Context: an optimization exercise on an open-source flow, tuned for small area, a short achievable clock period and few clock cycles. The choices shown serve that exercise and are no tape-out recipe.
The RTL was checked by simulation tests, not by an equivalence proof against the original design.
Power is estimated from default activity; no workload was simulated.

File: config.mk
export PLATFORM = sky130hd
export DESIGN_NAME = div32
export DESIGN_NICKNAME = div32
export VERILOG_FILES = /design/flow/design.v
export SDC_FILE = /design/flow/constraint.sdc
export NUM_CORES = 8
export LEC_CHECK = 0
export ABC_AREA = 1
export CAP_MARGIN = 20
export CORE_MARGIN = 2
export CORE_UTILIZATION = 40
export PLACE_DENSITY = 0.6
export SETUP_SLACK_MARGIN = 2.7
export SLEW_MARGIN = 20
File: standard.sh
#!/bin/bash
# synth_recipe.tcl (not shown) runs the flow's synth.tcl, then flattens the netlist and writes it again
# the make line also repeats each setting of config.mk as NAME=value (left out here)
make -C /OpenROAD-flow-scripts/flow DESIGN_CONFIG=/design/flow/config.mk WORK_HOME=/design/flow/orfs CLKGATE_MAP_FILE= SYNTH_SCRIPT=/design/flow/synth_recipe.tcl "${@:-finish}"
File: flow/run.sh
#!/bin/bash
# Standard layout, with plain buffers on the ports instead of the default delay-cell buffers.
set -euo pipefail
bash standard.sh BUFFER_PORTS_ARGS="-buffer_cell sky130_fd_sc_hd__buf_1" finish > standard.log 2>&1
File: design.v
`timescale 1ns / 1ps
module div32(
    input clk,
    input rst,
    input start,
    input [31:0] dividend,
    input [31:0] divisor,
    output [31:0] quotient,
    output [31:0] remainder,
    output reg finish
);
reg [31:0] r;       
reg [31:0] q;       
reg [31:0] d;       
reg [4:0]  za;      
reg [5:0]  j;       
reg        norm;    
reg        iter;    
assign quotient  = q;
assign remainder = r;
function [5:0] lzc32;
    input [31:0] x;
    reg [15:0] v1; reg [15:0] c1;
    reg [7:0]  v2; reg [15:0] c2;
    reg [3:0]  v3; reg [11:0] c3;
    reg [1:0]  v4; reg [7:0]  c4;
    integer i;
    begin
        for (i = 0; i < 16; i = i + 1) begin
            v1[i] = x[2*i+1] | x[2*i];
            c1[i] = ~x[2*i+1];
        end
        for (i = 0; i < 8; i = i + 1) begin
            v2[i] = v1[2*i+1] | v1[2*i];
            c2[2*i+:2] = v1[2*i+1] ? {1'b0, c1[2*i+1]} : {1'b1, c1[2*i]};
        end
        for (i = 0; i < 4; i = i + 1) begin
            v3[i] = v2[2*i+1] | v2[2*i];
            c3[3*i+:3] = v2[2*i+1] ? {1'b0, c2[2*(2*i+1)+:2]} : {1'b1, c2[2*(2*i)+:2]};
        end
        for (i = 0; i < 2; i = i + 1) begin
            v4[i] = v3[2*i+1] | v3[2*i];
            c4[4*i+:4] = v3[2*i+1] ? {1'b0, c3[3*(2*i+1)+:3]} : {1'b1, c3[3*(2*i)+:3]};
        end
        lzc32 = {~(v4[1] | v4[0]), v4[1] ? {1'b0, c4[7:4]} : {1'b1, c4[3:0]}};
    end
endfunction
wire [5:0] la = lzc32(dividend);
wire [5:0] lb = lzc32(divisor);
wire [4:0] sp = j[4:0] | ~za;                     
wire [4:0] sg = j[4:0] & ~za;                     
wire [5:0] sc;                                    
assign sc[0] = 1'b1;
assign sc[1] = sp[0];
assign sc[2] = sg[1] | (sp[1] & j[0]) | (sp[1] & ~za[0]);
assign sc[3] = sg[2] | (sp[2] & sg[1]) | (sp[2] & sp[1] & sp[0]);
assign sc[4] = sg[3] | (sp[3] & sg[2]) | (sp[3] & sp[2] & sg[1]) | (sp[3] & sp[2] & sp[1] & sp[0]);
assign sc[5] = sg[4] | (sp[4] & sg[3]) | (sp[4] & sp[3] & sg[2]) | (sp[4] & sp[3] & sp[2] & sg[1])
             | (sp[4] & sp[3] & sp[2] & sp[1] & sp[0]);
wire [5:0] sh;                                    
assign sh[0] = j[0] ^ za[0];
assign sh[1] = j[1] ^ (~za[1] ^ sc[1]);
assign sh[2] = j[2] ^ (~za[2] ^ sc[2]);
assign sh[3] = j[3] ^ (~za[3] ^ sc[3]);
assign sh[4] = j[4] ^ (~za[4] ^ sc[4]);
assign sh[5] = ~sc[5];
wire       triv = j[5] | sh[5];                   
wire [31:0] kg = r & ~d;
wire [31:0] kt = r | ~d;
wire kC_0 = r[0] | ~d[0];
wire kC_1 = kg[1] | (kt[1] & r[0]) | (kt[1] & ~d[0]);
wire kG0_3 = kg[3] | (kt[3] & kg[2]);
wire kP0_3 = kt[3] & kt[2];
wire kG0_5 = kg[5] | (kt[5] & kg[4]);
wire kP0_5 = kt[5] & kt[4];
wire kG0_7 = kg[7] | (kt[7] & kg[6]);
wire kP0_7 = kt[7] & kt[6];
wire kG0_9 = kg[9] | (kt[9] & kg[8]);
wire kP0_9 = kt[9] & kt[8];
wire kG0_11 = kg[11] | (kt[11] & kg[10]);
wire kP0_11 = kt[11] & kt[10];
wire kG0_13 = kg[13] | (kt[13] & kg[12]);
wire kP0_13 = kt[13] & kt[12];
wire kG0_15 = kg[15] | (kt[15] & kg[14]);
wire kP0_15 = kt[15] & kt[14];
wire kG0_17 = kg[17] | (kt[17] & kg[16]);
wire kP0_17 = kt[17] & kt[16];
wire kG0_19 = kg[19] | (kt[19] & kg[18]);
wire kP0_19 = kt[19] & kt[18];
wire kG0_21 = kg[21] | (kt[21] & kg[20]);
wire kP0_21 = kt[21] & kt[20];
wire kG0_23 = kg[23] | (kt[23] & kg[22]);
wire kP0_23 = kt[23] & kt[22];
wire kG0_25 = kg[25] | (kt[25] & kg[24]);
wire kP0_25 = kt[25] & kt[24];
wire kG0_27 = kg[27] | (kt[27] & kg[26]);
wire kP0_27 = kt[27] & kt[26];
wire kG0_29 = kg[29] | (kt[29] & kg[28]);
wire kP0_29 = kt[29] & kt[28];
wire kG0_31 = kg[31] | (kt[31] & kg[30]);
wire kP0_31 = kt[31] & kt[30];
wire kQ_2 = kg[2] | (kt[2] & kg[1]);
wire kR_2 = kt[2] & kt[1];
wire kC_2 = kQ_2 | (kR_2 & kC_0);
wire kG1_3 = kG0_3 | (kP0_3 & kC_1);
wire kG1_6 = kg[6] | (kt[6] & kG0_5);
wire kP1_6 = kt[6] & kP0_5;
wire kG1_7 = kG0_7 | (kP0_7 & kG0_5);
wire kP1_7 = kP0_7 & kP0_5;
wire kG1_10 = kg[10] | (kt[10] & kG0_9);
wire kP1_10 = kt[10] & kP0_9;
wire kG1_11 = kG0_11 | (kP0_11 & kG0_9);
wire kP1_11 = kP0_11 & kP0_9;
wire kG1_14 = kg[14] | (kt[14] & kG0_13);
wire kP1_14 = kt[14] & kP0_13;
wire kG1_15 = kG0_15 | (kP0_15 & kG0_13);
wire kP1_15 = kP0_15 & kP0_13;
wire kG1_18 = kg[18] | (kt[18] & kG0_17);
wire kP1_18 = kt[18] & kP0_17;
wire kG1_19 = kG0_19 | (kP0_19 & kG0_17);
wire kP1_19 = kP0_19 & kP0_17;
wire kG1_22 = kg[22] | (kt[22] & kG0_21);
wire kP1_22 = kt[22] & kP0_21;
wire kG1_23 = kG0_23 | (kP0_23 & kG0_21);
wire kP1_23 = kP0_23 & kP0_21;
wire kG1_26 = kg[26] | (kt[26] & kG0_25);
wire kP1_26 = kt[26] & kP0_25;
wire kG1_27 = kG0_27 | (kP0_27 & kG0_25);
wire kP1_27 = kP0_27 & kP0_25;
wire kG1_30 = kg[30] | (kt[30] & kG0_29);
wire kP1_30 = kt[30] & kP0_29;
wire kG1_31 = kG0_31 | (kP0_31 & kG0_29);
wire kP1_31 = kP0_31 & kP0_29;
wire kQ_4 = kg[4] | (kt[4] & kg[3]);
wire kR_4 = kt[4] & kt[3];
wire kC_4 = kQ_4 | (kR_4 & kC_2);
wire kG2_5 = kG0_5 | (kP0_5 & kG1_3);
wire kG2_6 = kG1_6 | (kP1_6 & kG1_3);
wire kG2_7 = kG1_7 | (kP1_7 & kG1_3);
wire kG2_12 = kg[12] | (kt[12] & kG1_11);
wire kP2_12 = kt[12] & kP1_11;
wire kG2_13 = kG0_13 | (kP0_13 & kG1_11);
wire kP2_13 = kP0_13 & kP1_11;
wire kG2_14 = kG1_14 | (kP1_14 & kG1_11);
wire kP2_14 = kP1_14 & kP1_11;
wire kG2_15 = kG1_15 | (kP1_15 & kG1_11);
wire kP2_15 = kP1_15 & kP1_11;
wire kG2_20 = kg[20] | (kt[20] & kG1_19);
wire kP2_20 = kt[20] & kP1_19;
wire kG2_21 = kG0_21 | (kP0_21 & kG1_19);
wire kP2_21 = kP0_21 & kP1_19;
wire kG2_22 = kG1_22 | (kP1_22 & kG1_19);
wire kP2_22 = kP1_22 & kP1_19;
wire kG2_23 = kG1_23 | (kP1_23 & kG1_19);
wire kP2_23 = kP1_23 & kP1_19;
wire kG2_28 = kg[28] | (kt[28] & kG1_27);
wire kP2_28 = kt[28] & kP1_27;
wire kG2_29 = kG0_29 | (kP0_29 & kG1_27);
wire kP2_29 = kP0_29 & kP1_27;
wire kG2_30 = kG1_30 | (kP1_30 & kG1_27);
wire kP2_30 = kP1_30 & kP1_27;
wire kG2_31 = kG1_31 | (kP1_31 & kG1_27);
wire kP2_31 = kP1_31 & kP1_27;
wire kQ_8 = kg[8] | (kt[8] & kg[7]);
wire kR_8 = kt[8] & kt[7];
wire kC_8 = kQ_8 | (kR_8 & kG2_6);
wire kG3_9 = kG0_9 | (kP0_9 & kG2_7);
wire kG3_10 = kG1_10 | (kP1_10 & kG2_7);
wire kG3_11 = kG1_11 | (kP1_11 & kG2_7);
wire kG3_12 = kG2_12 | (kP2_12 & kG2_7);
wire kG3_13 = kG2_13 | (kP2_13 & kG2_7);
wire kG3_14 = kG2_14 | (kP2_14 & kG2_7);
wire kG3_15 = kG2_15 | (kP2_15 & kG2_7);
wire kG3_24 = kg[24] | (kt[24] & kG2_23);
wire kP3_24 = kt[24] & kP2_23;
wire kG3_25 = kG0_25 | (kP0_25 & kG2_23);
wire kP3_25 = kP0_25 & kP2_23;
wire kG3_26 = kG1_26 | (kP1_26 & kG2_23);
wire kP3_26 = kP1_26 & kP2_23;
wire kG3_27 = kG1_27 | (kP1_27 & kG2_23);
wire kP3_27 = kP1_27 & kP2_23;
wire kG3_28 = kG2_28 | (kP2_28 & kG2_23);
wire kP3_28 = kP2_28 & kP2_23;
wire kG3_29 = kG2_29 | (kP2_29 & kG2_23);
wire kP3_29 = kP2_29 & kP2_23;
wire kG3_30 = kG2_30 | (kP2_30 & kG2_23);
wire kP3_30 = kP2_30 & kP2_23;
wire kG3_31 = kG2_31 | (kP2_31 & kG2_23);
wire kP3_31 = kP2_31 & kP2_23;
wire kQ_16 = kg[16] | (kt[16] & kg[15]);
wire kR_16 = kt[16] & kt[15];
wire kC_16 = kQ_16 | (kR_16 & kG3_14);
wire kG4_17 = kG0_17 | (kP0_17 & kG3_15);
wire kG4_18 = kG1_18 | (kP1_18 & kG3_15);
wire kG4_19 = kG1_19 | (kP1_19 & kG3_15);
wire kG4_20 = kG2_20 | (kP2_20 & kG3_15);
wire kG4_21 = kG2_21 | (kP2_21 & kG3_15);
wire kG4_22 = kG2_22 | (kP2_22 & kG3_15);
wire kG4_23 = kG2_23 | (kP2_23 & kG3_15);
wire kG4_24 = kG3_24 | (kP3_24 & kG3_15);
wire kG4_25 = kG3_25 | (kP3_25 & kG3_15);
wire kG4_26 = kG3_26 | (kP3_26 & kG3_15);
wire kG4_27 = kG3_27 | (kP3_27 & kG3_15);
wire kG4_28 = kG3_28 | (kP3_28 & kG3_15);
wire kG4_29 = kG3_29 | (kP3_29 & kG3_15);
wire kG4_30 = kG3_30 | (kP3_30 & kG3_15);
wire kG4_31 = kG3_31 | (kP3_31 & kG3_15);
wire [32:0] sub;
assign sub[0] = r[0] ^ d[0];
assign sub[1] = r[1] ^ (~d[1] ^ kC_0);
assign sub[2] = r[2] ^ (~d[2] ^ kC_1);
assign sub[3] = r[3] ^ (~d[3] ^ kC_2);
assign sub[4] = r[4] ^ (~d[4] ^ kG1_3);
assign sub[5] = r[5] ^ (~d[5] ^ kC_4);
assign sub[6] = r[6] ^ (~d[6] ^ kG2_5);
assign sub[7] = r[7] ^ (~d[7] ^ kG2_6);
assign sub[8] = r[8] ^ (~d[8] ^ kG2_7);
assign sub[9] = r[9] ^ (~d[9] ^ kC_8);
assign sub[10] = r[10] ^ (~d[10] ^ kG3_9);
assign sub[11] = r[11] ^ (~d[11] ^ kG3_10);
assign sub[12] = r[12] ^ (~d[12] ^ kG3_11);
assign sub[13] = r[13] ^ (~d[13] ^ kG3_12);
assign sub[14] = r[14] ^ (~d[14] ^ kG3_13);
assign sub[15] = r[15] ^ (~d[15] ^ kG3_14);
assign sub[16] = r[16] ^ (~d[16] ^ kG3_15);
assign sub[17] = r[17] ^ (~d[17] ^ kC_16);
assign sub[18] = r[18] ^ (~d[18] ^ kG4_17);
assign sub[19] = r[19] ^ (~d[19] ^ kG4_18);
assign sub[20] = r[20] ^ (~d[20] ^ kG4_19);
assign sub[21] = r[21] ^ (~d[21] ^ kG4_20);
assign sub[22] = r[22] ^ (~d[22] ^ kG4_21);
assign sub[23] = r[23] ^ (~d[23] ^ kG4_22);
assign sub[24] = r[24] ^ (~d[24] ^ kG4_23);
assign sub[25] = r[25] ^ (~d[25] ^ kG4_24);
assign sub[26] = r[26] ^ (~d[26] ^ kG4_25);
assign sub[27] = r[27] ^ (~d[27] ^ kG4_26);
assign sub[28] = r[28] ^ (~d[28] ^ kG4_27);
assign sub[29] = r[29] ^ (~d[29] ^ kG4_28);
assign sub[30] = r[30] ^ (~d[30] ^ kG4_29);
assign sub[31] = r[31] ^ (~d[31] ^ kG4_30);
assign sub[32] = ~kG4_31;
wire        ge  = ~sub[32];
wire        take = iter & ge;
wire [31:0] flip = {32{take}} & (r ^ sub[31:0]);
always @(posedge clk or posedge rst) begin
    if (rst) begin
        finish <= 1'b0;
        norm   <= 1'b0;
        iter   <= 1'b0;
    end else if (start) begin
        finish <= 1'b0;
        norm   <= 1'b1;
        iter   <= 1'b0;
    end else if (norm) begin
        norm   <= 1'b0;
        finish <= triv;
        iter   <= ~triv;
    end else if (iter) begin
        if (j[4:0] == 5'd0) begin
            iter   <= 1'b0;
            finish <= 1'b1;
        end
    end
end
always @(posedge clk) begin
    za <= la[4:0];
    if (start) begin
        r <= dividend;
        d <= divisor;
        j <= lb;
    end else begin
        if (norm & j[5]) r <= 32'b0;      
        else             r <= r ^ flip;
        if (norm) begin
            d <= d << sh[4:0];
            j <= sh;
        end else begin
            d <= d >> 1;
            j <= j - 6'd1;
        end
    end
    if (norm)      q <= 32'b0;
    else if (iter) q <= {q[30:0], ge};
end
endmodule
File: constraint.sdc
create_clock -name core_clock -period 5.0 [get_ports {clk}]
set_input_delay 1.0000 -clock core_clock [delete_from_list [all_inputs] [get_ports {clk}]]
set_output_delay 1.0000 -clock core_clock [all_outputs]
set_load 0.01 [all_outputs]
==> reports/metrics.cfg, run 1 <==
[timing]
worst_pin_slew_ps = 716.3
setup_viol = 0
finalCriticalPeriod_ps = 2241
slew_headroom_pct = 52.24
period_share_pct = 44.81
fmax_mhz = 446.3
final_max_slew_viol_count = 0
rsz0062_at_grt = yes
fin_skew_ps = 10.20
finalHoldViolCount = 0
tns_ps = 0

[clock_tree]
cts_buffers = 9
clock-sinks = 110
clock_latency_ps = 370
root_buffer = clkbuf_16
htreeDepth = 3
cts_tree = done
cts_buffer_depth = 2
path_clk_slew_ps = 80
postCtsHoldBufs = 0

[placement]
gp_congestion = 0.9508
dpl.hpwl_um = 21820
io_buffers = 131

[synthesis]
netlist.area_leader.share_pct = 25.30
synth_area_leaders = dfxtp_1 25%, nand2_1 22%, nor2_1 7.8%, o21ai_0 7.8%, inv_1 7.0%
synthArstFlopShare_pct = 2.727
synth_common_cells = 476 x nand2_1, 173 x nor2_1, 155 x inv_1, 129 x o21ai_0, 105 x dfxtp_1
netlist_area_sq_um = 8309
yosys_warnings = 1
avgSynthCellArea_sq_um = 5.790
yosys.cell_types.count = 50
yosysMostFrequentCell = nand2_1
syn_nets = 1505
synth-seq-cells = 110
yosysSeqAreaShare_pct = 26.92
synthCells = 1435
synth_top_cell_by_area = dfxtp_1
synth_top_flop_cell = dfxtp_1
synth-edff-count = 2

[power_and_ir_drop]
vdd_drop_max_v = 0.0001845
power.density_nw_per_um2 = 470.1
total_power_w = 0.004585
leakagePower_nw = 4.721

[setup_path]
crit_path_end_kind = register
crit_required_ps = 5130
cp-start-kind = register
path_cells = inv_2, ha_4, clkbuf_4, o21ai_0, nand2_1, o21ai_1, o21ai_0, nand2_1, nand3_1, nand3_1
crit_type = reg -> reg
worst_path_largest_cell_delay_ps = 370
arrival_ps = 2370
crit_slowest_cell = ha_4
critPathMaxFanout = 7

[die]
core_sq_um = 20300
die-area_sq_um = 21940
die_h_um = 148.1
rows = 52
fp.dieW_um = 148.1
initial_core_util_pct = 40.93
io_pins = 132

[layout]
fin_nets = 1634
drive_gt1_share_pct = 9.305
diodes = 0
area_delta_synth_final_pct = 17.38
nFillCells = 2262
multi_input_area_sq_um = 5285
register_area_sq_um = 2245

[route]
via_per_inst = 5.334
drc = 0
drtIter0Drc = 814
vias = 9809
postRouteAntennaNets = 0
firstDrtPassIters = 5
wl_um = 30900
wl_per_cell_um = 16.80

[outcome]
status = no timing/DRC/antenna violations

[grt]
grt_overflow = 0
antenna_found_initial = 0
grt_pass1_wl_um = 47170
grt_max_degree = 56
gr-usage-all-layers_pct = 27.17
grt_pass1_vias = 8938

[flow_run]
max-cap-violations = 0

[min_path]
hold_path_class = in -> async

## worst max-delay path, delay by kind of cell (launching register included)
kind	cells	cell delay, ps
AOI/OAI and AO/OA	3	540
adders and majority gates	1	370
buffers and inverters	2	300
DFF	1	340
and+or+nand+nor	4	440
## state kept, by name, indices dropped and copies added (netlist names)
name,flops
d,32
finish,1
iter,1
j,6
norm,1
q,32
r,32
za,5
## report_power, final
part           total [W]  switching (W)  leakage [nW]  internal (W)
Sequential       0.00125       0.000201         0.935       0.00105
Combinational    0.00260        0.00171          3.65      0.000891
Clock           0.000730       0.000384         0.141      0.000346
Total            0.00458        0.00229          4.72       0.00229
## cell type report
class	count	area share, %
repair inverters	2	0.1283
flip-flops and latches	110	23.01
inverters	173	6.876
clock inverters	7	0.5645
repair buffers	170	9.455
clock buffers	9	2.309
well taps	270	3.464
multi-input cells	1098	54.19
## layout by cell type (no fill, tap or decap), types with 8 or more instances in the layout
cell type	instances
nand2_2	12
nor2_2	12
nand3b_1	15
a21oi_1	50
xor2_1	9
a22oi_1	20
nand2_1	473
inv_2	18
o21ai_1	34
o21ai_0	119
dfxtp_1	100
clkbuf_16	12
nand3_1	84
inv_1	149
buf_1	130
nor2_1	168
o221ai_1	10
nor3_1	9
buf_4	26
o31ai_1	8
## final timing paths
check / from / end / slack [ps] / cells after the start
max in group asynchronous: rst / iter / 4380 / 2
min in group core_clock: q[0] / q[0] / 500 / 2
min reg2reg: q[0] / q[0] / 500 / 2
max: j[0] / d[30] / 2760 / 10
max reg2reg: j[0] / d[30] / 2760 / 10
min: rst / finish / 460 / 2
## cell families after synthesis
group | share of synthesized area, %
simple gates | 40.11
flops | 26.92
fa+ha+maj | 0.4518
mux | 0.6023
compound gates | 18.82
buf+inv | 11.41
xor+xnor | 1.671
## per-stage QoR
stage | setup slack, ps | instance area (sq um) | std cells | hold WS [ps] | util, %
finish | 2759 | 9753 | 1839 | 462.6 | 48.05
detailed placement | 1892 | 8916 | 1789 | 485.4 | 43.92
CTS | 2728 | 9460 | 1823 | 461.8 | 46.60
global placement | 1947 | 8916 | 1789 | 477.7 | 43.92
global route | 2655 | 9753 | 1839 | 478.7 | 48.05
floorplan | 2722 | 8309 | 1435 | 461.3 | -
## per-layer routing
metal / global-route usage [%] / vias up / wire length [um] / part of all wire [%]
li1: - / 4864 / - / -
met1: 36.91 / 4404 / 13460 / 44
met4: 11.00 / 0 / 1417 / 4.6
met3: 5.460 / 79 / 2688 / 8.7
met2: 42.34 / 462 / 13330 / 43
met5: 0 / - / 0 / 0
## repair_timing
action / CTS / global route
buffers inserted: 15 / 12
cloned: 3 / 4
endpoints found under the setup margin: 67 / 64
resized for setup: 24 / 45
pin swaps: 5 / 8
Testbench counts, summed over its fixed seeds: cycles 47,977.
==> inputs of run 2 (changes only) <==
--- a/config.mk
+++ b/config.mk
@@ -9,6 +9,7 @@
 export CAP_MARGIN = 20
 export CORE_MARGIN = 2
 export CORE_UTILIZATION = 40
+export MAX_ROUTING_LAYER = met5
 export PLACE_DENSITY = 0.6
 export SETUP_SLACK_MARGIN = 2.7
 export SLEW_MARGIN = 20
==> run 2 against run 1 <==
Hold slack unchanged. Via count did not move. Clock skew unchanged. Non-clock buffer count unchanged. Die area unchanged. Flip-flop and latch count did not move. Global-route usage unchanged. Critical path depth unchanged. Critical path type unchanged. Largest cell class unchanged. Highest routed layer unchanged.
==> reports/metrics.cfg, run 2 <==
[placement]
dp.cells = 1789  ; unchanged
io_buffers = 131  ; unchanged
gp_congestion = 0.9508  ; unchanged
pre_cts_slack_ps = 1892  ; unchanged
dpl.hpwl_um = 21820  ; unchanged

[synthesis]
synthArstFlopShare_pct = 2.727  ; unchanged
synth_top_flop_cell = dfxtp_1
synth_top_cell_by_area = dfxtp_1
netlist.area_leader.share_pct = 25.30  ; unchanged
synth_common_cells = 476 x nand2_1, 173 x nor2_1, 155 x inv_1, 129 x o21ai_0, 105 x dfxtp_1
yosys_warnings = 1  ; unchanged
netlist_area_sq_um = 8309  ; unchanged
syn_nets = 1505  ; unchanged
yosysSeqAreaShare_pct = 26.92  ; unchanged
synthCells = 1435  ; unchanged
avgSynthCellArea_sq_um = 5.790  ; unchanged
yosysMostFrequentCell = nand2_1
synth-edff-count = 2  ; unchanged
yosys.cell_types.count = 50  ; unchanged
synth_area_leaders = dfxtp_1 25%, nand2_1 22%, nor2_1 7.8%, o21ai_0 7.8%, inv_1 7.0%
synth-seq-cells = 110  ; unchanged

[layout]
final_common_cell = nand2_1
area_delta_synth_final_pct = 17.38  ; unchanged
largestRegisters = d: 32 flops, q: 32 flops, r: 32 flops
stdcell_count = 1839  ; unchanged
nFillCells = 2262  ; unchanged
drive_gt1_share_pct = 9.305  ; unchanged
diodes = 0  ; unchanged
fin_nets = 1634  ; unchanged
layout_common_cells = 473 x nand2_1, 168 x nor2_1, 149 x inv_1

[clock_tree]
path_clk_slew_ps = 80  ; about the same
cts_tree = done
clock_latency_ps = 370  ; about the same
htreeDepth = 3  ; unchanged
clock-sinks = 110  ; unchanged
root_buffer = clkbuf_16
cts_buffer_depth = 2  ; unchanged
postCtsHoldBufs = 0  ; unchanged
cts_buffers = 9  ; unchanged

[route]
via_per_inst = 5.334  ; unchanged
postRouteAntennaNets = 0  ; unchanged
drtIter0Drc = 814  ; unchanged
firstDrtPassIters = 5  ; unchanged
wl_um = 30900  ; unchanged
drc = 0  ; unchanged
vias = 9809  ; unchanged
wl_per_cell_um = 16.80  ; unchanged

[timing]
fmax_mhz = 446.3  ; unchanged
finalHoldViolCount = 0  ; unchanged
fin_skew_ps = 10.20  ; unchanged
slew_headroom_pct = 52.24  ; unchanged
rsz0062_at_grt = yes
setup_ws_ps = 2759  ; unchanged
finalCriticalPeriod_ps = 2241  ; unchanged
setup_viol = 0  ; unchanged
tns_ps = 0  ; unchanged
period_share_pct = 44.81  ; unchanged
worst_pin_slew_ps = 716.3  ; unchanged
final_max_slew_viol_count = 0  ; unchanged

[power_and_ir_drop]
leakagePower_nw = 4.721  ; unchanged
vdd_drop_max_v = 0.0001845  ; unchanged
total_power_w = 0.004585  ; unchanged
power.density_nw_per_um2 = 470.1  ; unchanged

[die]
fp.dieW_um = 148.1  ; unchanged
core_sq_um = 20300  ; unchanged
die-area_sq_um = 21940  ; unchanged
rows = 52  ; unchanged
initial_core_util_pct = 40.93  ; unchanged
die_h_um = 148.1  ; unchanged
io_pins = 132  ; unchanged

[grt]
gr-usage-all-layers_pct = 27.17  ; unchanged
antenna_found_initial = 0  ; unchanged
grt_overflow = 0  ; unchanged
grt_pass1_vias = 8938  ; unchanged
grt_max_degree = 56  ; unchanged
grt_pass1_wl_um = 47170  ; unchanged

[setup_path]
crit_type = reg -> reg
arrival_ps = 2370  ; about the same
crit_required_ps = 5130  ; about the same
crit_path_end_kind = register
cp-start-kind = register
critPathMaxFanout = 7  ; unchanged

[flow_run]
max-cap-violations = 0  ; unchanged

[min_path]
hold_path_class = in -> async

[outcome]
status = no timing/DRC/antenna violations

run 2: per-layer routing:
layer | vias to the layer above | track usage (%) | share of wire [%]
li1 | 4864 | - | -
met1 | 4404 | 36.91 | 44
met5 | - | 0 | 0
met3 | 79 | 5.460 | 8.7
met2 | 462 | 42.34 | 43
met4 | 0 | 11.00 | 4.6
run 2: repair_timing:
item | in CTS | in global routing
buffers inserted | 15 | 12
pin swaps | 5 | 8
resized for setup | 24 | 45
gates cloned | 3 | 4
setup endpoints to repair | 67 | 64
run 2: path summary, 6_finish.rpt:
check / slack, ps / end / depth (start not counted) / from
hold reg to reg: 500 / q[0] / 2 / q[0]
max in group asynchronous: 4380 / iter / 2 / rst
setup / recovery: 2760 / d[30] / 10 / j[0]
min in group core_clock: 500 / q[0] / 2 / q[0]
setup reg to reg: 2760 / d[30] / 10 / j[0]
hold / removal: 460 / finish / 2 / rst
run 2: kinds of logic (layout without fill, tap and decap cells):
group | count (synthesis) | in the layout | synth area share (%)
simple gates | 801 | 802 | 40.11
compound gates | 272 | 273 | 18.82
buf+inv | 229 | 361 | 11.41
flops | 110 | 110 | 26.92
xor+xnor | 15 | 15 | 1.671
mux | 5 | 5 | 0.6023
fa+ha+maj | 3 | 3 | 0.4518
run 2: final cells by class:
class | count | area [sq um] | share of cell area [%]
multi-input combinational | 1098 | 5285 | 54.19
sequential | 110 | 2245 | 23.01
timing repair buffer | 170 | 922.1 | 9.455
inverter | 173 | 670.6 | 6.876
tap | 270 | 337.8 | 3.464
clock buffer | 9 | 225.2 | 2.309
clock inverter | 7 | 55.05 | 0.5645
timing repair inverter | 2 | 12.51 | 0.1283
run 2: through the flow:
stage	util [%]	hold WS, ps	area [sq um]
3_5_place_dp	43.92	485.4	8916
4_1_cts	46.60	461.8	9460
5_1_grt	48.05	478.7	9753
6_report	48.05	462.6	9753
3_3_place_gp	43.92	477.7	8916
2_1_floorplan	-	461.3	8309
run 2: report_power, final:
part	internal (W)	switching (W)	leakage, nW
Combinational	0.000891	0.00171	3.65
Sequential	0.00105	0.000201	0.935
Clock	0.000346	0.000384	0.141
run 2: critical path: stages, from the launching register on:
cell	delay, ps
dfxtp_1	340
inv_2	90
ha_4	370
clkbuf_4	210
o21ai_0	140
nand2_1	90
o21ai_1	80
o21ai_0	320
nand2_1	160
nand3_1	120
nand3_1	70
==> inputs of run 3 (changes only) <==
--- a/config.mk
+++ b/config.mk
@@ -9,7 +9,6 @@
 export CAP_MARGIN = 20
 export CORE_MARGIN = 2
 export CORE_UTILIZATION = 40
-export MAX_ROUTING_LAYER = met5
 export PLACE_DENSITY = 0.6
-export SETUP_SLACK_MARGIN = 2.7
+export SETUP_SLACK_MARGIN = 2.8
 export SLEW_MARGIN = 20
==> run 3 against run 2 <==
Still clean on timing, DRC and antenna. Via count is 0.22% lower. Synthesized cell count stayed put. Die area stayed put. Cell count is 0.92% higher. Clock-buffer cell count stayed put. Critical path depth stayed put. Hold slack better by 4.0 ps. Worst setup slack better by 73 ps. Sequential share of layout area is 0.67 points lower. Global-route usage is 0.11 points higher. Critical path type is now in -> reg. Largest power group unchanged.
==> reports/metrics.cfg, run 3 <==
[outcome]
status = no timing/DRC/antenna violations

[setup_path]
worst_path_largest_cell_delay_ps = 380  ; about the same
crit_path_end_kind = register
cp-start-kind = input pin
path_cells = clkbuf_2, nor2_4, nand4_1, nor3_4, buf_6, inv_4, or2_0, o21ai_1, nand2_1, nand2_1
crit_slowest_cell = nor3_4
crit_top_cell = nand2_1
crit_required_ps = 5310  ; +180 ps
arrival_ps = 2480  ; +110 ps
critPathMaxFanout = 4  ; -3
crit_type = in -> reg

[synthesis]
synth-xor-area-share_pct = 1.671  ; unchanged
synthCells = 1435  ; unchanged
synth_top_family_by_area = simple AND/OR/NAND/NOR gates
yosys.cell_types.count = 50  ; unchanged
netlist_area_sq_um = 8309  ; unchanged
synth-edff-count = 2  ; unchanged
synth_top_cell_by_area = dfxtp_1
synth_mux_area_share_pct = 0.6023  ; unchanged
synth-seq-cells = 110  ; unchanged
synthArstFlopShare_pct = 2.727  ; unchanged
synth_area_leaders = dfxtp_1 25%, nand2_1 22%, nor2_1 7.8%, o21ai_0 7.8%, inv_1 7.0%
yosysSeqAreaShare_pct = 26.92  ; unchanged
netlist.area_leader.share_pct = 25.30  ; unchanged
yosysMostFrequentCell = nand2_1
avgSynthCellArea_sq_um = 5.790  ; unchanged
yosys_warnings = 1  ; unchanged
synth_common_cells = 476 x nand2_1, 173 x nor2_1, 155 x inv_1, 129 x o21ai_0, 105 x dfxtp_1
synth_top_flop_cell = dfxtp_1
synthSimpleGateAreaFrac_pct = 40.11  ; unchanged
synthAdderAreaFrac_pct = 0.4517  ; unchanged
synth_compound_area_share_pct = 18.82  ; unchanged
syn_nets = 1505  ; unchanged

[layout]
fin_nets = 1652  ; +1.1%
largestRegisters = d: 32 flops, q: 32 flops, r: 32 flops
diodes = 0  ; unchanged
post-route-util_pct = 49.77  ; +1.7 points
drive_gt1_share_pct = 12.36  ; +3.1 points
final_common_cell = nand2_1
layout_common_cells = 469 x nand2_1, 160 x nor2_1, 147 x inv_1
area_delta_synth_final_pct = 21.59

[die]
rows = 52  ; unchanged
initial_core_util_pct = 40.93  ; unchanged
fp.dieW_um = 148.1  ; unchanged
die_h_um = 148.1  ; unchanged
io_pins = 132  ; unchanged
die-area_sq_um = 21940  ; unchanged
core_sq_um = 20300  ; unchanged

[clock_tree]
cts_buffers = 9  ; unchanged
postCtsHoldBufs = 0  ; unchanged
clock-sinks = 110  ; unchanged
root_buffer = clkbuf_16
clock_latency_ps = 360  ; about the same
path_clk_slew_ps = 80  ; about the same
cts_tree = done
htreeDepth = 3  ; unchanged
cts_buffer_depth = 2  ; unchanged

[placement]
io_buffers = 131  ; unchanged
gp_congestion = 0.9379  ; -1.4%
pre_cts_slack_ps = 1923  ; +30.30 ps
dpl.hpwl_um = 21670  ; -0.71%

[route]
dr_wl_met2_um = 14100  ; +5.8%
postRouteAntennaNets = 0  ; unchanged
wl_per_cell_um = 17.00  ; +1.2%
wl_met3_um = 2559  ; -4.8%
firstDrtPassIters = 6  ; +1
maxUsedRoutingLayer = met4
wl_met1_um = 13790  ; +2.4%
drtIter0Drc = 1107  ; +36%
vias = 9787  ; -0.22%
via_per_inst = 5.273  ; -1.1%
wl_um = 31550  ; +2.1%
drc = 0  ; unchanged

[power_and_ir_drop]
leakagePower_nw = 4.882  ; +3.4%
power.density_nw_per_um2 = 465.5  ; -0.97%
vdd_drop_max_v = 0.0001925  ; +4.3%

[grt]
antenna_found_initial = 0  ; unchanged
grt_pass1_vias = 8682  ; -2.9%
gr-usage-all-layers_pct = 27.28  ; +0.11 points
grt_pass1_wl_um = 47060  ; -0.22%
grt_overflow = 0  ; unchanged
grt_max_degree = 41  ; -27%

[flow_run]
max-cap-violations = 0  ; unchanged

[timing]
final_max_slew_viol_count = 0  ; unchanged
period_share_pct = 43.35  ; -1.5 points
tns_ps = 0  ; unchanged
slew_headroom_pct = 63.82  ; +12 points
rsz0062_at_grt = yes
setup_viol = 0  ; unchanged
finalHoldViolCount = 0  ; unchanged
finalCriticalPeriod_ps = 2168  ; -72.91 ps
setup_ws_ps = 2832  ; +72.91 ps
fmax_mhz = 461.3  ; +3.4%
fin_skew_ps = 6.704  ; -3.494 ps
worst_pin_slew_ps = 539.7  ; -176.6 ps

[min_path]
hold_path_class = in -> async

-- run 3: cell counts after synthesis --
Identical to the previous run, type by type.
-- run 3: power breakdown --
group	total [W]	internal (W)	switching [W]
clock network	0.000724	0.000346	0.000378
registers	0.00126	0.00106	0.000200
logic	0.00272	0.000966	0.00176
total	0.00470	0.00237	0.00233
-- run 3: kinds of logic (layout without fill, tap and decap cells) --
family                   Yosys count  in the layout
AND/OR/NAND/NOR                  801            804
buffers and inverters            229            376
flip-flops                       110            110
adder cells (fa/ha/maj)            3              3
AO/OA/AOI/OAI                    272            273
XOR/XNOR                          15             15
multiplexers                       5              5
-- run 3: per-stage QoR --
step	cells	hold slack, ps	area (sq um)	power, W
after CTS	1828	454.5	9547	0.004385
after global routing	1856	470.9	10100	0.005080
after floorplan	1435	461.3	8315	0.002962
final	1856	466.6	10100	0.004703
after global placement	1789	477.9	8922	0.003508
after detailed placement	1789	474.7	8922	0.003518
-- run 3: worst paths after layout --
check,from,to,slack [ps],cells past startpoint
min in group core_clock,q[31],q[31],510,2
setup reg to reg,j[0],d[30],2850,10
hold / removal,rst,iter,470,2
hold reg to reg,q[31],q[31],510,2
setup / recovery,divisor[29],j[0],2830,10
max in group asynchronous,rst,iter,4380,2
-- run 3: repair_timing --
item	in CTS	in global routing
resized for setup	31	111
endpoints found under the setup margin	76	73
cloned	4	6
setup buffers	20	22
pin swaps	7	19
-- run 3: final cells by class --
class | count | area, sq um
Timing Repair inverter | 2 | 12.51
Inverter | 173 | 674.4
Clock inverter | 6 | 52.55
Tap cell | 270 | 337.8
Timing Repair Buffer | 186 | 1142
Multi-Input combinational cell | 1100 | 5401
Fill cell | 2242 | 10200
Sequential cell | 110 | 2257
Clock buffer | 9 | 225.2
-- run 3: per-layer routing --
layer  track usage [%]  vias up
li1                  -     4915
met1             36.99     4375
met2             43.10      434
met3             4.939       63
met4             10.76        0
met5                 0        -
-- run 3: critical path, delay by kind of cell --
family | cells | cell delay (ps)
AND/OR/NAND/NOR | 6 | 1010
AO/OA/AOI/OAI | 1 | 130
buffers and inverters | 3 | 320
==> inputs of run 4 (changes only) <==
--- a/config.mk
+++ b/config.mk
@@ -10,5 +10,5 @@
 export CORE_MARGIN = 2
 export CORE_UTILIZATION = 40
 export PLACE_DENSITY = 0.6
-export SETUP_SLACK_MARGIN = 2.8
+export SETUP_SLACK_MARGIN = 2.75
 export SLEW_MARGIN = 20
==> run 4 against run 3 <==
Still clean. Hold slack worse by 7.4 ps. Worst setup slack worse by 76 ps. Power down 0.85%. Via count about the same. Largest cell class unchanged. Highest routed layer unchanged.
==> reports/metrics.cfg, run 4 <==
[synthesis]
synth_common_cells = 476 x nand2_1, 173 x nor2_1, 155 x inv_1, 129 x o21ai_0, 105 x dfxtp_1
yosysSeqAreaShare_pct = 26.92  ; unchanged
synth-edff-count = 2  ; unchanged
synth_top_flop_cell = dfxtp_1
yosysMostFrequentCell = nand2_1
netlist_area_sq_um = 8309  ; unchanged
synthCells = 1435  ; unchanged
synthArstFlopShare_pct = 2.727  ; unchanged
syn_nets = 1505  ; unchanged
synth_top_cell_by_area = dfxtp_1
synth-seq-cells = 110  ; unchanged
synth_area_leaders = dfxtp_1 25%, nand2_1 22%, nor2_1 7.8%, o21ai_0 7.8%, inv_1 7.0%
netlist.area_leader.share_pct = 25.30  ; unchanged
yosys_warnings = 1  ; unchanged
yosys.cell_types.count = 50  ; unchanged
avgSynthCellArea_sq_um = 5.790  ; unchanged

[layout]
stdcell_area_sq_um = 10010  ; -0.92%
largestRegisters = d: 32 flops, q: 32 flops, r: 32 flops
multi_input_area_sq_um = 5388  ; -0.25%
layout_common_cells = 470 x nand2_1, 163 x nor2_1, 148 x inv_1
register_area_sq_um = 2246  ; -0.50%
nFillCells = 2252  ; +0.45%
area_delta_synth_final_pct = 20.48
drive_gt1_share_pct = 11.20  ; -1.2 points
diodes = 0  ; unchanged
post-route-util_pct = 49.32  ; -0.46 points
final_common_cell = nand2_1
fin_nets = 1647  ; -0.30%

[outcome]
status = no timing/DRC/antenna violations

[placement]
place_area_sq_um = 8922  ; unchanged
gp_congestion = 0.9379  ; unchanged
io_buffers = 131  ; unchanged
dpl.hpwl_um = 21670  ; unchanged

[grt]
antenna_found_initial = 0  ; unchanged
grt_max_degree = 50  ; +22%
grt_pass1_vias = 8643  ; -0.45%
grt_pass1_wl_um = 46720  ; -0.73%
gr-usage-all-layers_pct = 26.97  ; -0.31 points
grt_overflow = 0  ; unchanged

[setup_path]
cp-start-kind = input pin
crit_top_cell = nand2_1
critPathMaxFanout = 4  ; unchanged
critPathTopFamily = simple AND/OR/NAND/NOR gates
worst_path_largest_cell_delay_ps = 390  ; about the same
arrival_ps = 2520  ; +40 ps
critPathBufInv = 3  ; unchanged
crit_path_end_kind = register
crit_required_ps = 5280  ; -30 ps
path_cells = clkbuf_2, nor2_2, nand4_1, buf_4, buf_4, o21ai_0, nand2_1, nand2_1, nand2_1, o221ai_1
crit_type = in -> reg
crit_slowest_cell = o21ai_0

[timing]
slew_headroom_pct = 63.75  ; -0.076 points
fmax_mhz = 445.6  ; -3.4%
rsz0062_at_grt = yes
finalCriticalPeriod_ps = 2244  ; +76.38 ps
fin_skew_ps = 6.410  ; -0.2940 ps
final_max_slew_viol_count = 0  ; unchanged
finalHoldViolCount = 0  ; unchanged
setup_viol = 0  ; unchanged
whs_ps = 459.2  ; -7.397 ps
worst_pin_slew_ps = 540.8  ; +1.133 ps
tns_ps = 0  ; unchanged
period_share_pct = 44.88  ; +1.5 points

[die]
fp.dieW_um = 148.1  ; unchanged
io_pins = 132  ; unchanged
initial_core_util_pct = 40.93  ; unchanged
rows = 52  ; unchanged
die-area_sq_um = 21940  ; unchanged
core_sq_um = 20300  ; unchanged
die_h_um = 148.1  ; unchanged

[clock_tree]
htreeDepth = 3  ; unchanged
root_buffer = clkbuf_16
cts_buffer_depth = 2  ; unchanged
cts_tree = done
path_clk_slew_ps = 80  ; about the same
clock_latency_ps = 370  ; about the same
cts_buffers = 9  ; unchanged
postCtsHoldBufs = 0  ; unchanged
clock-sinks = 110  ; unchanged

[power_and_ir_drop]
vdd_drop_max_v = 0.0001893  ; -1.6%
leakagePower_nw = 4.825  ; -1.2%
power.density_nw_per_um2 = 465.8  ; about the same
total_power_w = 0.004663  ; -0.85%

[route]
via_per_inst = 5.283  ; +0.19%
firstDrtPassIters = 5  ; -1
wl_um = 31170  ; -1.2%
wl_per_cell_um = 16.84  ; -0.92%
drtIter0Drc = 930  ; -16%
vias = 9779  ; -0.082%
postRouteAntennaNets = 0  ; unchanged
drc = 0  ; unchanged

[flow_run]
max-cap-violations = 0  ; unchanged

[min_path]
hold_path_class = in -> async

run 4: through the flow:
step | setup slack [ps] | std cells
finish | 2756 | 1851
global route | 2684 | 1851
CTS | 2710 | 1824
detailed placement | 1923 | 1789
global placement | 1974 | 1789
floorplan | 2740 | 1435
run 4: metal layers:
metal | track usage, % | part of all wire [%]
met5 | 0 | 0
met4 | 11.10 | 3.7
met3 | 4.877 | 8.3
met2 | 42.38 | 45
met1 | 36.57 | 43
run 4: timing repair:
action / in CTS / in global routing
pin swaps: 6 / 15
buffers inserted: 17 / 21
gates cloned: 3 / 6
setup endpoints to repair: 74 / 73
resized for setup: 26 / 93
run 4: worst reg2reg max path: stages, from the launching register on:
cell and delay [ps]:
dfxtp_1 430, ha_4 290, buf_12 150, buf_4 120
nand2_1 50, o21ai_0 80, inv_1 80, o21ai_1 100
or2_1 250, o21ai_2 80, nand2_1 90, nand3_1 140
nand3_1 80
run 4: power by group:
part | leakage (nW) | internal, W | switching [W]
registers | 0.934 | 0.00105 | 0.000201
logic | 3.75 | 0.000948 | 0.00174
clock network | 0.137 | 0.000346 | 0.000378
run 4: cell families (layout without fill, tap and decap cells):
| group | count (synthesis) | in the layout | share of synthesized area [%] |
|---|---|---|---|
| buffers and inverters | 229 | 371 | 11.41 |
| AO/OA/AOI/OAI | 272 | 273 | 18.82 |
| adder cells (fa/ha/maj) | 3 | 3 | 0.4518 |
| XOR/XNOR | 15 | 15 | 1.671 |
| AND/OR/NAND/NOR | 801 | 804 | 40.11 |
| multiplexers | 5 | 5 | 0.6023 |
| flip-flops | 110 | 110 | 26.92 |
run 4: path summary, 6_finish.rpt:
check,startpoint,endpoint,slack (ps),cells after the start
worst max-delay path,divisor[28],j[1],2760,10
min in group core_clock,q[31],q[31],510,2
worst max register to register,za[0],d[31],2820,12
max in group asynchronous,rst,iter,4390,2
worst min register to register,q[31],q[31],510,2
worst min-delay path,rst,iter,460,2
run 4: layout make-up:
type / count / area share [%]
clock buffer: 9 / 2.250
clock inverter: 6 / 0.5249
inverter: 173 / 6.749
multi-input combinational: 1100 / 53.82
sequential: 110 / 22.43
tap: 270 / 3.375
timing repair buffer: 181 / 10.72
timing repair inverter: 2 / 0.1250
==> inputs of run 5 (changes only) <==
--- a/config.mk
+++ b/config.mk
@@ -9,6 +9,7 @@
 export CAP_MARGIN = 20
 export CORE_MARGIN = 2
 export CORE_UTILIZATION = 40
+export CTS_BUF_LIST = sky130_fd_sc_hd__clkbuf_8
 export PLACE_DENSITY = 0.6
 export SETUP_SLACK_MARGIN = 2.75
 export SLEW_MARGIN = 20
==> run 5 against run 4 <==
Worst setup slack better by 36 ps. Largest power group unchanged. Highest routed layer unchanged. Synthesized cell count did not move. Clock-buffer cell count is the same. Sequential share of layout area up 0.76 points. Final area fell by 2.6%. Still clean on timing, DRC and antenna.
==> reports/metrics.cfg, run 5 <==
[outcome]
status = no timing/DRC/antenna violations

[synthesis]
synth-edff-count = 2  ; unchanged
synthSimpleGateAreaFrac_pct = 40.11  ; unchanged
yosysMostFrequentCell = nand2_1
yosys_warnings = 1  ; unchanged
yosysSeqAreaShare_pct = 26.92  ; unchanged
synthAdderAreaFrac_pct = 0.4517  ; unchanged
synth_top_cell_by_area = dfxtp_1
yosys.cell_types.count = 50  ; unchanged
synthArstFlopShare_pct = 2.727  ; unchanged
netlist.area_leader.share_pct = 25.30  ; unchanged
synthCells = 1435  ; unchanged
synth-xor-area-share_pct = 1.671  ; unchanged
synth_common_cells = 476 x nand2_1, 173 x nor2_1, 155 x inv_1, 129 x o21ai_0, 105 x dfxtp_1
synth_mux_area_share_pct = 0.6023  ; unchanged
avgSynthCellArea_sq_um = 5.790  ; unchanged
netlist_area_sq_um = 8309  ; unchanged
synth_top_family_by_area = simple AND/OR/NAND/NOR gates
synth_top_flop_cell = dfxtp_1
synth-seq-cells = 110  ; unchanged
synth_area_leaders = dfxtp_1 25%, nand2_1 22%, nor2_1 7.8%, o21ai_0 7.8%, inv_1 7.0%
syn_nets = 1505  ; unchanged
synth_compound_area_share_pct = 18.82  ; unchanged

[power_and_ir_drop]
power.density_nw_per_um2 = 451.4  ; -3.1%
leakagePower_nw = 4.711  ; -2.4%
vdd_drop_max_v = 0.0001984  ; +4.8%

[die]
core_sq_um = 20300  ; unchanged
initial_core_util_pct = 40.93  ; unchanged
fp.dieW_um = 148.1  ; unchanged
die_h_um = 148.1  ; unchanged
rows = 52  ; unchanged
io_pins = 132  ; unchanged
die-area_sq_um = 21940  ; unchanged

[clock_tree]
postCtsHoldBufs = 0  ; unchanged
root_buffer = clkbuf_8
cts_buffers = 9  ; unchanged
htreeDepth = 3  ; unchanged
clock-sinks = 110  ; unchanged
cts_tree = done
clock_latency_ps = 410  ; +40 ps
path_clk_slew_ps = 120  ; +40 ps
cts_buffer_depth = 2  ; unchanged

[timing]
finalCriticalPeriod_ps = 2208  ; -35.61 ps
finalHoldViolCount = 0  ; unchanged
setup_viol = 0  ; unchanged
period_share_pct = 44.17  ; -0.71 points
fmax_mhz = 452.8  ; +1.6%
slew_headroom_pct = 52.29  ; -11 points
worst_pin_slew_ps = 715.7  ; +174.8 ps
final_max_slew_viol_count = 0  ; unchanged
fin_skew_ps = 9.657  ; +3.247 ps
tns_ps = 0  ; unchanged
rsz0062_at_grt = yes

[route]
wl_per_cell_um = 16.59  ; -1.5%
wl_um = 30630  ; -1.7%
firstDrtPassIters = 6  ; +1
postRouteAntennaNets = 0  ; unchanged
drc = 0  ; unchanged
vias = 9678  ; -1.0%
drtIter0Drc = 853  ; -8.3%
via_per_inst = 5.243  ; -0.76%

[layout]
diodes = 0  ; unchanged
final_common_cell = nand2_1
largestRegisters = d: 32 flops, q: 32 flops, r: 32 flops
nFillCells = 2284  ; +1.4%
drive_gt1_share_pct = 10.91  ; -0.28 points
post-route-util_pct = 48.03  ; -1.3 points
fin_nets = 1642  ; -0.30%
layout_common_cells = 471 x nand2_1, 164 x nor2_1, 149 x inv_1
area_delta_synth_final_pct = 17.33

[grt]
grt_pass1_wl_um = 46840  ; +0.25%
grt_pass1_vias = 8628  ; -0.17%
grt_overflow = 0  ; unchanged
grt_max_degree = 50  ; unchanged
gr-usage-all-layers_pct = 27.05  ; +0.086 points
antenna_found_initial = 0  ; unchanged

[setup_path]
critPathTopFamily = compound AO/OA/AOI/OAI gates
r2r_start = j[0]
path_cells = inv_2, ha_4, buf_4, o21ai_0, nand2_1, o21ai_0, o21ai_1, nand2_1, nand3_1, nand3_1
arrival_ps = 2380  ; -140 ps
crit_path_start = j[0]
regToRegSetupSlack_ps = 2790  ; -30 ps
worst_path_largest_cell_delay_ps = 350  ; -40 ps
critPathMaxFanout = 8  ; +4
crit_slowest_cell = ha_4
cp-start-kind = register
crit_required_ps = 5170  ; -110 ps
crit_path_end_kind = register
crit_type = reg -> reg
critPathBufInv = 2  ; -1

[flow_run]
max-cap-violations = 0  ; unchanged

[placement]
gp_congestion = 0.9379  ; unchanged
dpl.hpwl_um = 21670  ; unchanged
io_buffers = 131  ; unchanged

[min_path]
hold_path_class = in -> async

run 5: cell counts after synthesis:
Identical to the previous run, type by type.
run 5: path summary, 6_finish.rpt:
path	endpoint	cells after the start
worst max-delay path	d[31]	10
max in group asynchronous	iter	2
min in group core_clock	q[0]	2
worst min register to register	q[0]	2
worst max register to register	d[31]	10
worst min-delay path	finish	2
run 5: timing repair:
action,in CTS,in global routing
setup endpoints to repair,73,73
gates cloned,4,3
endpoints found under the hold margin,0,0
buffers inserted,13,22
pin swaps,4,11
resized for setup,28,61
run 5: layer usage:
metal,global-route usage (%),routed length [um],up-vias
met1,37.55,13490,4349
met2,42.48,13550,398
met4,10.29,1146,0
met3,4.110,2443,53
li1,-,-,4878
met5,0,0,-
run 5: cells by family after synthesis:
| family | after synthesis |
|---|---|
| and+or+nand+nor | 801 |
| DFF | 110 |
| xor gates and xnor gates | 15 |
| AOI/OAI and AO/OA | 272 |
| muxes | 5 |
| adders and majority gates | 3 |
| buffers and inverters | 229 |
run 5: layout make-up:
class	count	area (sq um)	share of cell area, %
multi-input combinational	1098	5316	54.53
tap	270	337.8	3.465
inverter	173	668.1	6.853
clock inverter	6	52.55	0.5390
timing repair buffer	178	977.2	10.02
clock buffer	9	123.9	1.271
timing repair inverter	2	12.51	0.1283
sequential	110	2261	23.19
run 5: power breakdown:
group          total, W  internal (W)  switching [W]
clock network  0.000547      0.000188       0.000359
logic           0.00260      0.000899        0.00170
registers       0.00125       0.00106       0.000197
run 5: through the flow:
step           worst slack [ps]  cells  hold slack, ps  instance area [sq um]  total power, W
5_1_grt                    2700   1846           424.0                   9749        0.004776
6_report                   2792   1846           415.1                   9749        0.004400
2_1_floorplan              2740   1435           461.3                   8315        0.002962
3_5_place_dp               1923   1789           474.7                   8922        0.003518
3_3_place_gp               1974   1789           477.9                   8922        0.003508
4_1_cts                    2707   1821           403.9                   9374        0.004193
==> inputs of run 6 (changes only) <==
--- a/config.mk
+++ b/config.mk
@@ -11,5 +11,5 @@
 export CORE_UTILIZATION = 40
 export CTS_BUF_LIST = sky130_fd_sc_hd__clkbuf_8
 export PLACE_DENSITY = 0.6
-export SETUP_SLACK_MARGIN = 2.75
+export SETUP_SLACK_MARGIN = 2.65
 export SLEW_MARGIN = 20
==> run 6 against run 5 <==
Still clean on timing, DRC and antenna. Sequential power is essentially flat. Maximum frequency down 3.6%. Clock skew rose by 4.6 ps. Die area unchanged. Flip-flop and latch count is the same. Area after synthesis unchanged. Final area shrank 2.2%. Global-route usage grew 0.069 points. Hold slack gained 15 ps. Sequential share of layout area up 0.33 points.
==> reports/metrics.cfg, run 6 <==
[layout]
final_common_cell = nand2_1
nFillCells = 2267  ; -0.74%
register_area_sq_um = 2242  ; -0.83%
stdcell_count = 1830  ; -0.87%
layout_common_cells = 473 x nand2_1, 169 x nor2_1, 150 x inv_1
multi_input_area_sq_um = 5259  ; -1.1%
diodes = 0  ; unchanged
area_delta_synth_final_pct = 14.71
drive_gt1_share_pct = 8.269  ; -2.6 points
fin_nets = 1625  ; -1.0%
largestRegisters = d: 32 flops, q: 32 flops, r: 32 flops

[clock_tree]
htreeDepth = 3  ; unchanged
cts_buffers = 9  ; unchanged
cts_buffer_depth = 2  ; unchanged
root_buffer = clkbuf_8
clock-sinks = 110  ; unchanged
postCtsHoldBufs = 0  ; unchanged
clock_latency_ps = 410  ; about the same
cts_tree = done
path_clk_slew_ps = 120  ; about the same

[synthesis]
yosysMostFrequentCell = nand2_1
synth-edff-count = 2  ; unchanged
yosysSeqAreaShare_pct = 26.92  ; unchanged
avgSynthCellArea_sq_um = 5.790  ; unchanged
synthCells = 1435  ; unchanged
synthArstFlopShare_pct = 2.727  ; unchanged
netlist.area_leader.share_pct = 25.30  ; unchanged
netlist_area_sq_um = 8309  ; unchanged
yosys_warnings = 1  ; unchanged
synth_area_leaders = dfxtp_1 25%, nand2_1 22%, nor2_1 7.8%, o21ai_0 7.8%, inv_1 7.0%
synth-seq-cells = 110  ; unchanged
synth_common_cells = 476 x nand2_1, 173 x nor2_1, 155 x inv_1, 129 x o21ai_0, 105 x dfxtp_1
yosys.cell_types.count = 50  ; unchanged
synth_top_cell_by_area = dfxtp_1
syn_nets = 1505  ; unchanged
synth_top_flop_cell = dfxtp_1

[power_and_ir_drop]
leakagePower_nw = 4.619  ; -2.0%
total_power_w = 0.004347  ; -1.2%
vdd_drop_max_v = 0.0001559  ; -21%
power.density_nw_per_um2 = 456.1  ; +1.1%

[timing]
period_share_pct = 45.83  ; +1.7 points
fmax_mhz = 436.4  ; -3.6%
rsz0062_at_grt = no
setup_ws_ps = 2709  ; -82.96 ps
final_max_slew_viol_count = 0  ; unchanged
finalCriticalPeriod_ps = 2291  ; +82.96 ps
worst_pin_slew_ps = 721.2  ; +5.504 ps
fin_skew_ps = 14.24  ; +4.581 ps
setup_viol = 0  ; unchanged
slew_headroom_pct = 51.92  ; -0.37 points
finalHoldViolCount = 0  ; unchanged
whs_ps = 429.7  ; +14.53 ps
tns_ps = 0  ; unchanged

[setup_path]
r2r_start = j[0]
critPathMaxFanout = 55  ; +47
arrival_ps = 2460  ; +80 ps
crit_type = in -> reg
crit_path_end_kind = register
cp-start-kind = input pin
crit_path_start = start
crit_required_ps = 5170  ; about the same

[grt]
antenna_found_initial = 0  ; unchanged
grt_pass1_wl_um = 47070  ; +0.50%
grt_pass1_vias = 8896  ; +3.1%
grt_max_degree = 56  ; +12%
grt_overflow = 0  ; unchanged
gr-usage-all-layers_pct = 27.12  ; +0.069 points

[route]
drc = 0  ; unchanged
vias = 9763  ; +0.88%
via_per_inst = 5.335  ; +1.8%
postRouteAntennaNets = 0  ; unchanged
drtIter0Drc = 797  ; -6.6%
firstDrtPassIters = 5  ; -1
wl_per_cell_um = 16.68  ; +0.53%
wl_um = 30520  ; -0.34%

[die]
rows = 52  ; unchanged
initial_core_util_pct = 40.93  ; unchanged
die-area_sq_um = 21940  ; unchanged
fp.dieW_um = 148.1  ; unchanged
io_pins = 132  ; unchanged
core_sq_um = 20300  ; unchanged
die_h_um = 148.1  ; unchanged

[placement]
dpl.hpwl_um = 21820  ; +0.72%
pre_cts_slack_ps = 1892  ; -30.30 ps
io_buffers = 131  ; unchanged
gp_congestion = 0.9508  ; +1.4%
dp.cells = 1789  ; unchanged

[outcome]
status = no timing/DRC/antenna violations

[flow_run]
max-cap-violations = 0  ; unchanged

[min_path]
hold_path_class = in -> async

run 6: cell counts after synthesis:
Identical to the previous run, type by type.
run 6: repair_timing:
action,CTS,global route
gates resized for setup,20,30
buffers inserted,13,6
gates cloned,3,3
setup endpoints to repair,65,66
pin swaps,4,5
run 6: path summary, 6_finish.rpt:
path                       slack, ps  endpoint  cells after the start
max                             2710     d[31]                      8
min                              430    finish                      2
max reg2reg                     2780     d[30]                     12
min reg2reg                      510      q[0]                      2
max in group asynchronous       4410      iter                      2
min in group core_clock          510      q[0]                      2
run 6: area by class of cell:
| type | count | area share (%) |
|---|---|---|
| Multi-Input combinational cell | 1098 | 55.17 |
| Sequential cell | 110 | 23.52 |
| Timing Repair Buffer | 161 | 8.716 |
| Inverter | 173 | 7.036 |
| Tap cell | 270 | 3.544 |
| Clock buffer | 9 | 1.300 |
| Clock inverter | 7 | 0.5776 |
| Timing Repair inverter | 2 | 0.1313 |
run 6: logic make-up (layout without fill, tap and decap cells):
group                    Yosys count  after routing  synth area share (%)
AO/OA/AOI/OAI                    272            273                 18.82
XOR/XNOR                          15             15                 1.671
adder cells (fa/ha/maj)            3              3                0.4518
buffers and inverters            229            352                 11.41
flip-flops                       110            110                 26.92
multiplexers                       5              5                0.6023
AND/OR/NAND/NOR                  801            802                 40.11
run 6: power breakdown:
group          total, W  switching [W]  leakage, nW  internal, W
logic           0.00254        0.00169         3.59     0.000852
registers       0.00126       0.000203        0.934      0.00105
clock network  0.000551       0.000362       0.0949     0.000189
run 6: per-stage QoR:
stage,cell area [sq um],util [%]
floorplan,8309,-
global placement,8916,43.92
detailed placement,8916,43.92
CTS,9315,45.89
global route,9532,46.96
finish,9532,46.96
run 6: layer usage:
layer | wire (um) | track usage [%]
met1 | 13210 | 36.81
met2 | 13200 | 42.18
met3 | 2713 | 4.785
met4 | 1407 | 12.29
met5 | 0 | 0
run 6: critical path: stages:
cell	delay [ps]
clkbuf_2	100
buf_6	410
nor2_1	180
inv_1	230
nor2_2	60
buf_4	250
o211ai_1	120
nand3_1	80
==> inputs of run 7 (changes only) <==
--- a/config.mk
+++ b/config.mk
@@ -10,6 +10,7 @@
 export CORE_MARGIN = 2
 export CORE_UTILIZATION = 40
 export CTS_BUF_LIST = sky130_fd_sc_hd__clkbuf_8
+export CTS_CLUSTER_SIZE = 10
 export PLACE_DENSITY = 0.6
-export SETUP_SLACK_MARGIN = 2.65
+export SETUP_SLACK_MARGIN = 2.7
 export SLEW_MARGIN = 20
==> run 7 against run 6 <==
Power rose by 1.2%. Routed wire length is 0.44% higher. Maximum frequency grew 4.6%. Clock-buffer cell count unchanged. Core utilization increased by 0.43 points. First-iteration DRC count is 1.8% higher. Worst setup slack improved by 100 ps. Register-to-register slack improved by 30 ps. Final area rose by 0.91%. Still clean. Largest power group unchanged.
==> reports/metrics.cfg, run 7 <==
[synthesis]
yosys_warnings = 1  ; unchanged
synth-seq-cells = 110  ; unchanged
yosysSeqAreaShare_pct = 26.92  ; unchanged
netlist_area_sq_um = 8309  ; unchanged
yosys.cell_types.count = 50  ; unchanged
synth_area_leaders = dfxtp_1 25%, nand2_1 22%, nor2_1 7.8%, o21ai_0 7.8%, inv_1 7.0%
synth_top_flop_cell = dfxtp_1
synth-edff-count = 2  ; unchanged
avgSynthCellArea_sq_um = 5.790  ; unchanged
synth_top_cell_by_area = dfxtp_1
syn_nets = 1505  ; unchanged
yosysMostFrequentCell = nand2_1
synthArstFlopShare_pct = 2.727  ; unchanged
synth_common_cells = 476 x nand2_1, 173 x nor2_1, 155 x inv_1, 129 x o21ai_0, 105 x dfxtp_1
netlist.area_leader.share_pct = 25.30  ; unchanged
synthCells = 1435  ; unchanged

[setup_path]
cp-start-kind = register
regToRegSetupSlack_ps = 2810  ; +30 ps
r2r_start = j[0]
critPathMaxFanout = 25  ; -55%
critPathTopFamily = buffers and inverters
r2r_cells = 14  ; +2
r2r_end = d[30]
path_depth = 14  ; +6
path_cells = inv_2, ha_4, inv_1, nand2_1, nand2_2, buf_12, inv_6, o21ai_0, inv_1, nand2_1, o21ai_1, nand2_1, nand3_1, nand3_1
crit_slowest_cell = dfxtp_1
arrival_ps = 2370  ; -90 ps
crit_path_start = j[0]
crit_top_cell = nand2_1
crit_path_end = d[30]
crit_required_ps = 5180  ; about the same
critPathBufInv = 5  ; +1
crit_type = reg -> reg
worst_path_largest_cell_delay_ps = 330  ; -80 ps
crit_path_end_kind = register

[route]
drc = 0  ; unchanged
wl_per_cell_um = 16.71  ; +0.17%
via_per_inst = 5.336  ; about the same
wl_um = 30660  ; +0.44%
postRouteAntennaNets = 0  ; unchanged
vias = 9792  ; +0.30%
drtIter0Drc = 811  ; +1.8%
firstDrtPassIters = 5  ; unchanged

[die]
die-area_sq_um = 21940  ; unchanged
die_h_um = 148.1  ; unchanged
core_sq_um = 20300  ; unchanged
fp.dieW_um = 148.1  ; unchanged
io_pins = 132  ; unchanged
rows = 52  ; unchanged
initial_core_util_pct = 40.93  ; unchanged

[clock_tree]
htreeDepth = 3  ; unchanged
cts_buffer_depth = 2  ; unchanged
clock-sinks = 110  ; unchanged
postCtsHoldBufs = 0  ; unchanged
cts_tree = done
root_buffer = clkbuf_8
path_clk_slew_ps = 120  ; about the same
cts_buffers = 9  ; unchanged
clock_latency_ps = 410  ; about the same

[timing]
whs_ps = 428.1  ; -1.554 ps
setup_ws_ps = 2809  ; +100.1 ps
finalCriticalPeriod_ps = 2191  ; -100.1 ps
final_max_slew_viol_count = 0  ; unchanged
worst_pin_slew_ps = 722.4  ; +1.204 ps
rsz0062_at_grt = yes
slew_headroom_pct = 51.84  ; -0.080 points
fmax_mhz = 456.4  ; +4.6%
finalHoldViolCount = 0  ; unchanged
fin_skew_ps = 15.46  ; +1.220 ps
tns_ps = 0  ; unchanged
period_share_pct = 43.82  ; -2.0 points
setup_viol = 0  ; unchanged

[layout]
area_delta_synth_final_pct = 15.75
drive_gt1_share_pct = 9.073  ; +0.80 points
diodes = 0  ; unchanged
fin_nets = 1630  ; +0.31%
layout_common_cells = 473 x nand2_1, 168 x nor2_1, 148 x inv_1
final_common_cell = nand2_1
largestRegisters = d: 32 flops, q: 32 flops, r: 32 flops

[placement]
pre_cts_slack_ps = 1892  ; unchanged
dpl.hpwl_um = 21820  ; unchanged
io_buffers = 131  ; unchanged
gp_congestion = 0.9508  ; unchanged

[flow_run]
max-cap-violations = 0  ; unchanged

[power_and_ir_drop]
leakagePower_nw = 4.656  ; +0.80%
power.density_nw_per_um2 = 457.4  ; +0.29%
vdd_drop_max_v = 0.0001554  ; -0.34%
total_power_w = 0.004400  ; +1.2%

[grt]
gr-usage-all-layers_pct = 27.16  ; +0.033 points
grt_overflow = 0  ; unchanged
grtUsageMet1_pct = 36.87  ; +0.057 points
grt_max_degree = 56  ; unchanged
top_usage_layer = met2
grtUsageMet3_pct = 4.785  ; unchanged
grt_pass1_vias = 8907  ; +0.12%
grt_pass1_wl_um = 47150  ; +0.18%
gr-usage-met2_pct = 42.22  ; +0.046 points
antenna_found_initial = 0  ; unchanged

[min_path]
hold_path_class = in -> async

[outcome]
status = no timing/DRC/antenna violations

-- run 7: cell counts after synthesis --
Identical to the previous run, type by type.
-- run 7: area by class of cell --
type                    count  area [sq um]
well taps                 270         337.8
inverters                 173         668.1
fillers                  2254         10680
repair inverters            2         12.51
multi-input cells        1098          5280
clock buffers               9         123.9
clock inverters             7         55.05
repair buffers            166         895.9
flip-flops and latches    110          2245
-- run 7: where the power goes --
| part | switching (W) | total, W | internal (W) | leakage (nW) |
|---|---|---|---|---|
| registers | 0.000203 | 0.00126 | 0.00105 | 0.935 |
| clock network | 0.000362 | 0.000551 | 0.000189 | 0.0949 |
| logic | 0.00171 | 0.00259 | 0.000888 | 3.63 |
| total | 0.00227 | 0.00440 | 0.00213 | 4.66 |
-- run 7: per-layer routing --
layer / routed length, um / vias to the layer above
li1: - / 4846
met1: 13510 / 4424
met2: 13290 / 449
met3: 2540 / 73
met4: 1309 / 0
met5: 0 / -
-- run 7: metrics by stage --
step | util, % | cells | area [sq um]
global route | 47.38 | 1835 | 9618
global placement | 43.92 | 1789 | 8916
CTS | 46.00 | 1821 | 9338
detailed placement | 43.92 | 1789 | 8916
finish | 47.38 | 1835 | 9618
floorplan | - | 1435 | 8309
-- run 7: kinds of logic (layout without fill, tap and decap cells) --
group                    count (synthesis)  after routing  synth area share, %
adder cells (fa/ha/maj)                  3              3               0.4518
AND/OR/NAND/NOR                        801            802                40.11
flip-flops                             110            110                26.92
AO/OA/AOI/OAI                          272            273                18.82
multiplexers                             5              5               0.6023
XOR/XNOR                                15             15                1.671
buffers and inverters                  229            357                11.41
-- run 7: worst min path at each step --
stage                from      to  cells past startpoint  slack [ps]
global route          rst  finish                      2         430
floorplan            norm    q[0]                      1         460
finish                rst  finish                      2         430
detailed placement   q[0]    q[0]                      2         490
global placement    q[31]   q[31]                      2         480
CTS                   rst    norm                      2         410
-- run 7: repair_timing --
action                     CTS  global route
gates resized for setup     23            41
buffers inserted            13            10
gates cloned                 3             4
setup endpoints to repair   67            67
pin swaps                    4             9

## re-timing with driven ports
Ports are ideal in the flow. The routed layouts listed here were re-timed in OpenROAD. Step 1 assumes that a clkbuf_16 drives the clock port and a buf_2 every other input. Step 2 moves the port delays by t, midway between the first and last clock arrival at a register: inputs arrive t later, outputs are due t later. That takes back most of the time a late clock gives input paths. Slacks: no drivers / after step 1 / after step 2; pairs: no drivers / after step 1.
run | shift t [ns] | setup slack, ns | worst setup path after step 2 | worst slew at a driven data input, ns
run 1 | 0.409 | 2.759 / 2.759 / 2.405 | input to register | 0.06
run 2 | 0.409 | 2.759 / 2.759 / 2.405 | input to register | 0.06
run 3 | 0.405 | 2.832 / 2.845 / 2.440 | input to register | 0.06
run 4 | 0.407 | 2.756 / 2.770 / 2.362 | input to register | 0.06
run 5 | 0.439 | 2.792 / 2.792 / 2.444 | input to register | 0.06
run 6 | 0.446 | 2.709 / 2.714 / 2.268 | input to register | 0.06
run 7 | 0.447 | 2.809 / 2.809 / 2.402 | input to register | 0.06
After both steps setup and hold are still met in every run listed. For run 6, which loses most, drivers alone change the setup slack by +0.005 ns; drivers and shift together by -0.441 ns.
